Context: an optimization exercise on an open-source flow, tuned for small area, a short achievable clock period and few clock cycles per item. The choices shown serve that exercise and are no tape-out recipe. Only simulation tests tie the RTL to the original design; equivalence was not proved. No activity file was given, so power comes from the tool's default toggle rates.

## run A
==> flow/design.v (excerpt) <==
module unidad_math (
    input  logic        clk,
    input  logic        rst_n,
    input  logic        start,
    input  logic [1:0]  op,        
    input  logic [15:0] a,
    input  logic [15:0] b,
    output logic [31:0] result,
    output logic        done
);
    logic [31:0] R;       
    logic [15:0] A;       
    logic        f_mul, f_div, f_sq, f_bcd;    
    logic [2:0]  cnt;
    logic        busy;
    logic [18:0] X, P, Q2, Q3, S1, S2, S3, cs_s, cs_c;
    logic        sub;
    assign sub = f_div | f_sq;
    always_comb begin
        X = {3'b000, R[31:16]};
        if (f_div) X = {1'b0, R[31:14]};
        if (f_sq)  X = {8'd0, R[22:16], A[15:12]};
    end
    always_comb begin
        if (f_sq) begin
            P  = ~{8'd0, R[7:0], 3'b001};
            Q2 = ~{7'd0, R[7:0], 4'b0100};
            Q3 = ~{7'd0, R[7:0], 4'b1000};
        end else if (f_div) begin
            P  = {3'b111, A};
            Q2 = {2'b11, A, 1'b1};
            Q3 = {2'b11, A, 1'b1};
        end else begin
            P  = {3'b000, A & {16{R[0]}}};
            Q2 = {2'b00, A & {16{R[1]}}, 1'b0};
            Q3 = {2'b00, A & {16{R[1]}}, 1'b0};
        end
    end
    assign S1   = X + P  + {18'd0, sub};
    assign S2   = X + Q2 + {18'd0, sub};
    assign cs_s = X ^ P ^ Q3;
    assign cs_c = {((X[17:0] & P[17:0]) | (X[17:0] & Q3[17:0]) | (P[17:0] & Q3[17:0])), sub};
    assign S3   = cs_s + cs_c + {18'd0, sub};
    logic [1:0]  d_q;
    logic [15:0] d_r;
    always_comb begin
        if (!S3[18])      begin d_q = 2'd3; d_r = S3[15:0]; end
        else if (!S2[18]) begin d_q = 2'd2; d_r = S2[15:0]; end
        else if (!S1[18]) begin d_q = 2'd1; d_r = S1[15:0]; end
        else              begin d_q = 2'd0; d_r = X[15:0];  end
    end
    function automatic logic [3:0] add3(input logic [3:0] d);
        logic ge5;
        ge5 = d[3] | (d[2] & (d[1] | d[0]));
        add3 = {ge5,
                (d[2] & ~d[1] & ~d[0]) | (d[3] & d[0]),
                (~d[2] & d[1]) | (d[1] & d[0]) | (d[3] & ~d[0]),
                d[0] ^ ge5};
    endfunction
    function automatic logic [19:0] dabble(input logic [19:0] d, input logic bit_in);
        dabble = {d[18:16], add3(d[15:12]), add3(d[11:8]), add3(d[7:4]), add3(d[3:0]), bit_in};
    endfunction
    logic [19:0] b_d;
    always_comb begin
        b_d = R[19:0];
  ...
Size in the first run: roughly 0.0087 sq mm of cells after synthesis.
make LEC_CHECK=0 CAP_MARGIN=20 CORE_MARGIN=2 CORE_UTILIZATION=45 PLACE_DENSITY=0.6 SETUP_SLACK_MARGIN=4 SLEW_MARGIN=20 finish   # period 8.0 ns
run.sh (not shown) runs the stock make flow with config.mk's settings and CLKGATE_MAP_FILE= SYNTH_SCRIPT=/design/flow/synth_recipe.tcl, a recipe that flattens the netlist after the stock synthesis.
Testbench counts of run A, summed over its fixed seeds: cycles 134,524, items 16,000.
Input-level comparison between run B and run A:
Settings: PLACE_DENSITY changed from 0.6 to 0.72; ABC_AREA newly set to 1; CORE_UTILIZATION changed from 45 to 60.
==> flow/flow/run.sh (new file) <==
#!/bin/bash
# The standard layout, with the port buffers as plain buf_4 cells instead of
# the delay-cell buffers buffer_ports picks by default.
set -euo pipefail
export BUFFER_PORTS_ARGS="-buffer_cell sky130_fd_sc_hd__buf_4"
bash standard.sh > standard.log 2>&1
==> flow/standard.sh (new file) <==
#!/bin/bash
# synth_recipe.tcl (not shown) runs the flow's synth.tcl, then flattens the netlist and writes it again
# the make line also repeats each setting of config.mk as NAME=value (left out here)
make -C /OpenROAD-flow-scripts/flow DESIGN_CONFIG=/design/flow/config.mk WORK_HOME=/design/flow/orfs CLKGATE_MAP_FILE= SYNTH_SCRIPT=/design/flow/synth_recipe.tcl "${@:-finish}"
removed: flow/run.sh
### Flow results
- Summary of run B over run A: part of the power in the clock network increased by 1.8 points relative to the old numbers; post-route clock period utilization decreased by 0.43 points relative to the old numbers.
- Summary of run B over run A: number of top-level pins essentially unchanged, total wirelength of the detailed-routed design decreased about 6%, global-route usage increased 10 points, synthesized cell count increased 1.7%, wire length per cell decreased 0.26 um.
Here is what was changed in the inputs of run C compared with run B.
Settings: swapping 60 for 45 in CORE_UTILIZATION; swapping 4 for 3.5 in SETUP_SLACK_MARGIN; swapping 0.72 for 0.6 in PLACE_DENSITY.
==> comparison <==
Measured against run B, the length of routed wiring on met1 of run C comes out at 1.16 times the reference value.
Run C vs. run B: worst setup slack now smaller, reg-to-reg setup timing slack now smaller, highest ir drop seen on vdd now smaller, number of cells on the critical path now larger.
Compared with run B, the router placed fewer vias in run C.
The power in run C is 0.919 times that in run B.
## Diff of input files: run D against run C
Settings: swapping 3.5 for 4.5 in SETUP_SLACK_MARGIN; clearing ABC_AREA, which used to be 1.
## What came out
- In run D relative to run C, clock group power had gone up by a few percent.
- Total power of the final layout for run D is higher than for run C.
- Delta (run D minus run C): final-layout fill cell count shrank by 84; post-synth design cell area grew by 11%.
- On headroom to the max-slew limit: run D sits above run C.
- Compared to run C, run D has overall track demand over capacity in global routing 2.7 points lower.
- Taking run C as the reference, in run D inserted tap cell count higher; post-cts resize count increased by 107 relative to the old numbers; clock transition time at the flip-flop clock pins of the worst setup and hold paths did not really move.
- What run D reported for post-detailed-routing wire length has to be multiplied by 0.944 to get the figure for run C.
- Run D ends up with lower met1 demand-to-capacity share in global routing than run C does.
Inputs modified between run D and run E:
Settings: PLACE_DENSITY changed from 0.6 to 0.8; SETUP_SLACK_MARGIN changed from 4.5 to 4; CORE_UTILIZATION changed from 45 to 70; ABC_AREA newly set to 1.
[summary]
- Run D reports its commonest non-fill, non-tap cell in the layout as sky130_fd_sc_hd__buf_4 while run E reports sky130_fd_sc_hd__nand2_1.
- Relative to run D, wire length after detailed routing decreased by 4.0% in run E.
- Run E against run D: detail-routed via count per cell climbed about 9%; clock network fraction of design power fell by 2.7 points.
The following lists how run F was set up differently from run E:
Settings: removing ABC_AREA (formerly 1); changing SETUP_SLACK_MARGIN from 4 to 5; changing CORE_UTILIZATION from 70 to 45; changing PLACE_DENSITY from 0.8 to 0.6.
==> flow/run.sh (new file) <==
#!/bin/bash
# synth_recipe.tcl (not shown) runs the flow's synth.tcl, then flattens the netlist and writes it again
# the make line also repeats each setting of config.mk as NAME=value (left out here)
make -C /OpenROAD-flow-scripts/flow DESIGN_CONFIG=/design/flow/config.mk WORK_HOME=/design/flow/orfs CLKGATE_MAP_FILE= SYNTH_SCRIPT=/design/flow/synth_recipe.tcl finish
removed: flow/flow/run.sh
removed: flow/standard.sh
--- outcome ---
Run F finished all stages; the layout is clean. Looking at timing endpoint of the critical path, the R[0] result is from run F; the R[20] one comes from run E. Compare run F and run E | number of multi-input logic gates higher: run F. Placeable core region (run F / run E): 1.7. Comparing run F and run E, the higher sequential cell area share is on run E.


== run 1 ==
unidad_math again, from the RTL that the note above started with.
Design unidad_math, start of the top module:
module unidad_math (
    input  logic        clk,
    input  logic        rst_n,
    input  logic        start,
    input  logic [1:0]  op,        
    input  logic [15:0] a,
    input  logic [15:0] b,
    output logic [31:0] result,
    output logic        done
);
clock: 8.0 ns
lec_check: 0
abc_area: 1
cap_margin: 20
core_margin: 2
core_utilization: 45
place_density: 0.6
setup_slack_margin: 4
slew_margin: 20
standard.sh (not shown) runs the stock make flow with config.mk's settings and CLKGATE_MAP_FILE= SYNTH_SCRIPT=/design/flow/synth_recipe.tcl, a recipe that flattens the netlist after the stock synthesis.
==> flow/flow/run.sh <==
#!/bin/bash
# The standard layout, with the port buffers as plain buf_4 cells instead of
# the delay-cell buffers buffer_ports picks by default.
set -euo pipefail
export BUFFER_PORTS_ARGS="-buffer_cell sky130_fd_sc_hd__buf_4"
bash standard.sh > standard.log 2>&1
Testbench counts of run 1, summed over its fixed seeds: cycles 134,524, items 16,000.
The following lists how run 2 was set up differently from run 1:
Settings: changing SETUP_SLACK_MARGIN from 4 to 3; removing ABC_AREA (formerly 1).
==> flow/run.sh (new file) <==
#!/bin/bash
# synth_recipe.tcl (not shown) runs the flow's synth.tcl, then flattens the netlist and writes it again
# the make line also repeats each setting of config.mk as NAME=value (left out here)
make -C /OpenROAD-flow-scripts/flow DESIGN_CONFIG=/design/flow/config.mk WORK_HOME=/design/flow/orfs CLKGATE_MAP_FILE= SYNTH_SCRIPT=/design/flow/synth_recipe.tcl finish
removed: flow/flow/run.sh
removed: flow/standard.sh
### Flow results
Run 2 gives more required time of the critical path than run 1 did.
The routed wire length of run 2 falls short of that of run 1 by 4.5%.
Where first-pass GRT wire length is concerned, run 1 is better than run 2.
Looking at power share of the sequential group across run 2 and run 1, the one that comes out lower is run 1.
On run 2: overall global routing resource usage is 3.8 points lower than what run 1 gave.
Changes in run 3 relative to run 2:
Settings: changing SETUP_SLACK_MARGIN from 3 to 5; setting ABC_AREA to 1 for the first time.
==> flow/flow/run.sh (new file) <==
#!/bin/bash
# The standard layout, with the port buffers as plain buf_4 cells instead of
# the delay-cell buffers buffer_ports picks by default.
set -euo pipefail
export BUFFER_PORTS_ARGS="-buffer_cell sky130_fd_sc_hd__buf_4"
bash standard.sh > standard.log 2>&1
==> flow/standard.sh (new file) <==
#!/bin/bash
# synth_recipe.tcl (not shown) runs the flow's synth.tcl, then flattens the netlist and writes it again
# the make line also repeats each setting of config.mk as NAME=value (left out here)
make -C /OpenROAD-flow-scripts/flow DESIGN_CONFIG=/design/flow/config.mk WORK_HOME=/design/flow/orfs CLKGATE_MAP_FILE= SYNTH_SCRIPT=/design/flow/synth_recipe.tcl "${@:-finish}"
removed: flow/run.sh
==> run summary <==
[run 3] adder-cell share of the synthesized area rose 1.2 points relative to run 2
Row area fraction of clock buffers and clock inverters: run 3 lower / run 2 higher
Taking run 2 as the reference, in run 3 tap cell count decreased by 13% relative to the old numbers, share of the synthesized area in compound gates (AO/OA/AOI/OAI) decreased by 4.0 points relative to the old numbers, met3 wire length increased by about 70% relative to the old numbers.
The following lists how run 4 was set up differently from run 3:
Settings: SETUP_SLACK_MARGIN now 4, was 5; ABC_AREA no longer set, was 1.
[summary]
Diff run 3 -> run 4: non-clock buffer count now smaller, sequential share of cell area held, amount of wire on met2 after detailed routing was more or less identical. The clock power of run 4 was inferior to that of run 3. Diff run 3 -> run 4: number of tap instances increased 35; total negative slack for setup checks essentially unchanged. When run 4 is measured against run 3, its horizontal die dimension turns out 6.9 um higher. Fraction of the cycle the final worst path needs, run 3 and run 4: smaller value in run 3. Comparing run 3 and run 4, core utilization is lower on run 4. Having completed the whole flow, run 4 delivered a layout that passed the timing, design-rule and antenna checks.

static timing again, ports no longer ideal:
In the flow no input, the clock included, has a driving cell. The finished layouts below were timed again as built, in two steps. Step 1: set_driving_cell puts a clkbuf_16 on clk and a buf_2 on each other input, an assumption about the parent block. Step 2 moves the port delays by t, midway between the first and last clock arrival at a register: inputs arrive t later, outputs are due t later. That takes back most of the time a late clock gives input paths. a / b / c = ideal ports / drivers / drivers and shift; a / b = the first two.
| run | shift t [ns] | setup slack, ns | worst register clock-pin slew, ns |
|---|---|---|---|
| run A | 0.384 | 3.948 / 3.948 / 3.948 | 0.06 / 0.06 |
| run B | 0.378 | 3.982 / 3.982 / 3.982 | 0.06 / 0.06 |
| run C | 0.396 | 3.689 / 3.689 / 3.689 | 0.06 / 0.06 |
| run D | 0.382 | 4.068 / 4.068 / 4.068 | 0.06 / 0.06 |
| run E | 0.389 | 3.989 / 3.989 / 3.989 | 0.08 / 0.08 |
| run F | 0.371 | 3.996 / 3.996 / 3.996 | 0.06 / 0.06 |
| run 1 | 0.395 | 4.072 / 4.072 / 4.072 | 0.06 / 0.06 |
| run 2 | 0.382 | 3.304 / 3.304 / 3.304 | 0.06 / 0.06 |
| run 3 | 0.386 | 4.210 / 4.210 / 4.210 | 0.06 / 0.06 |
| run 4 | 0.372 | 3.937 / 3.937 / 3.937 | 0.05 / 0.05 |
After both steps every run listed still meets setup and hold.
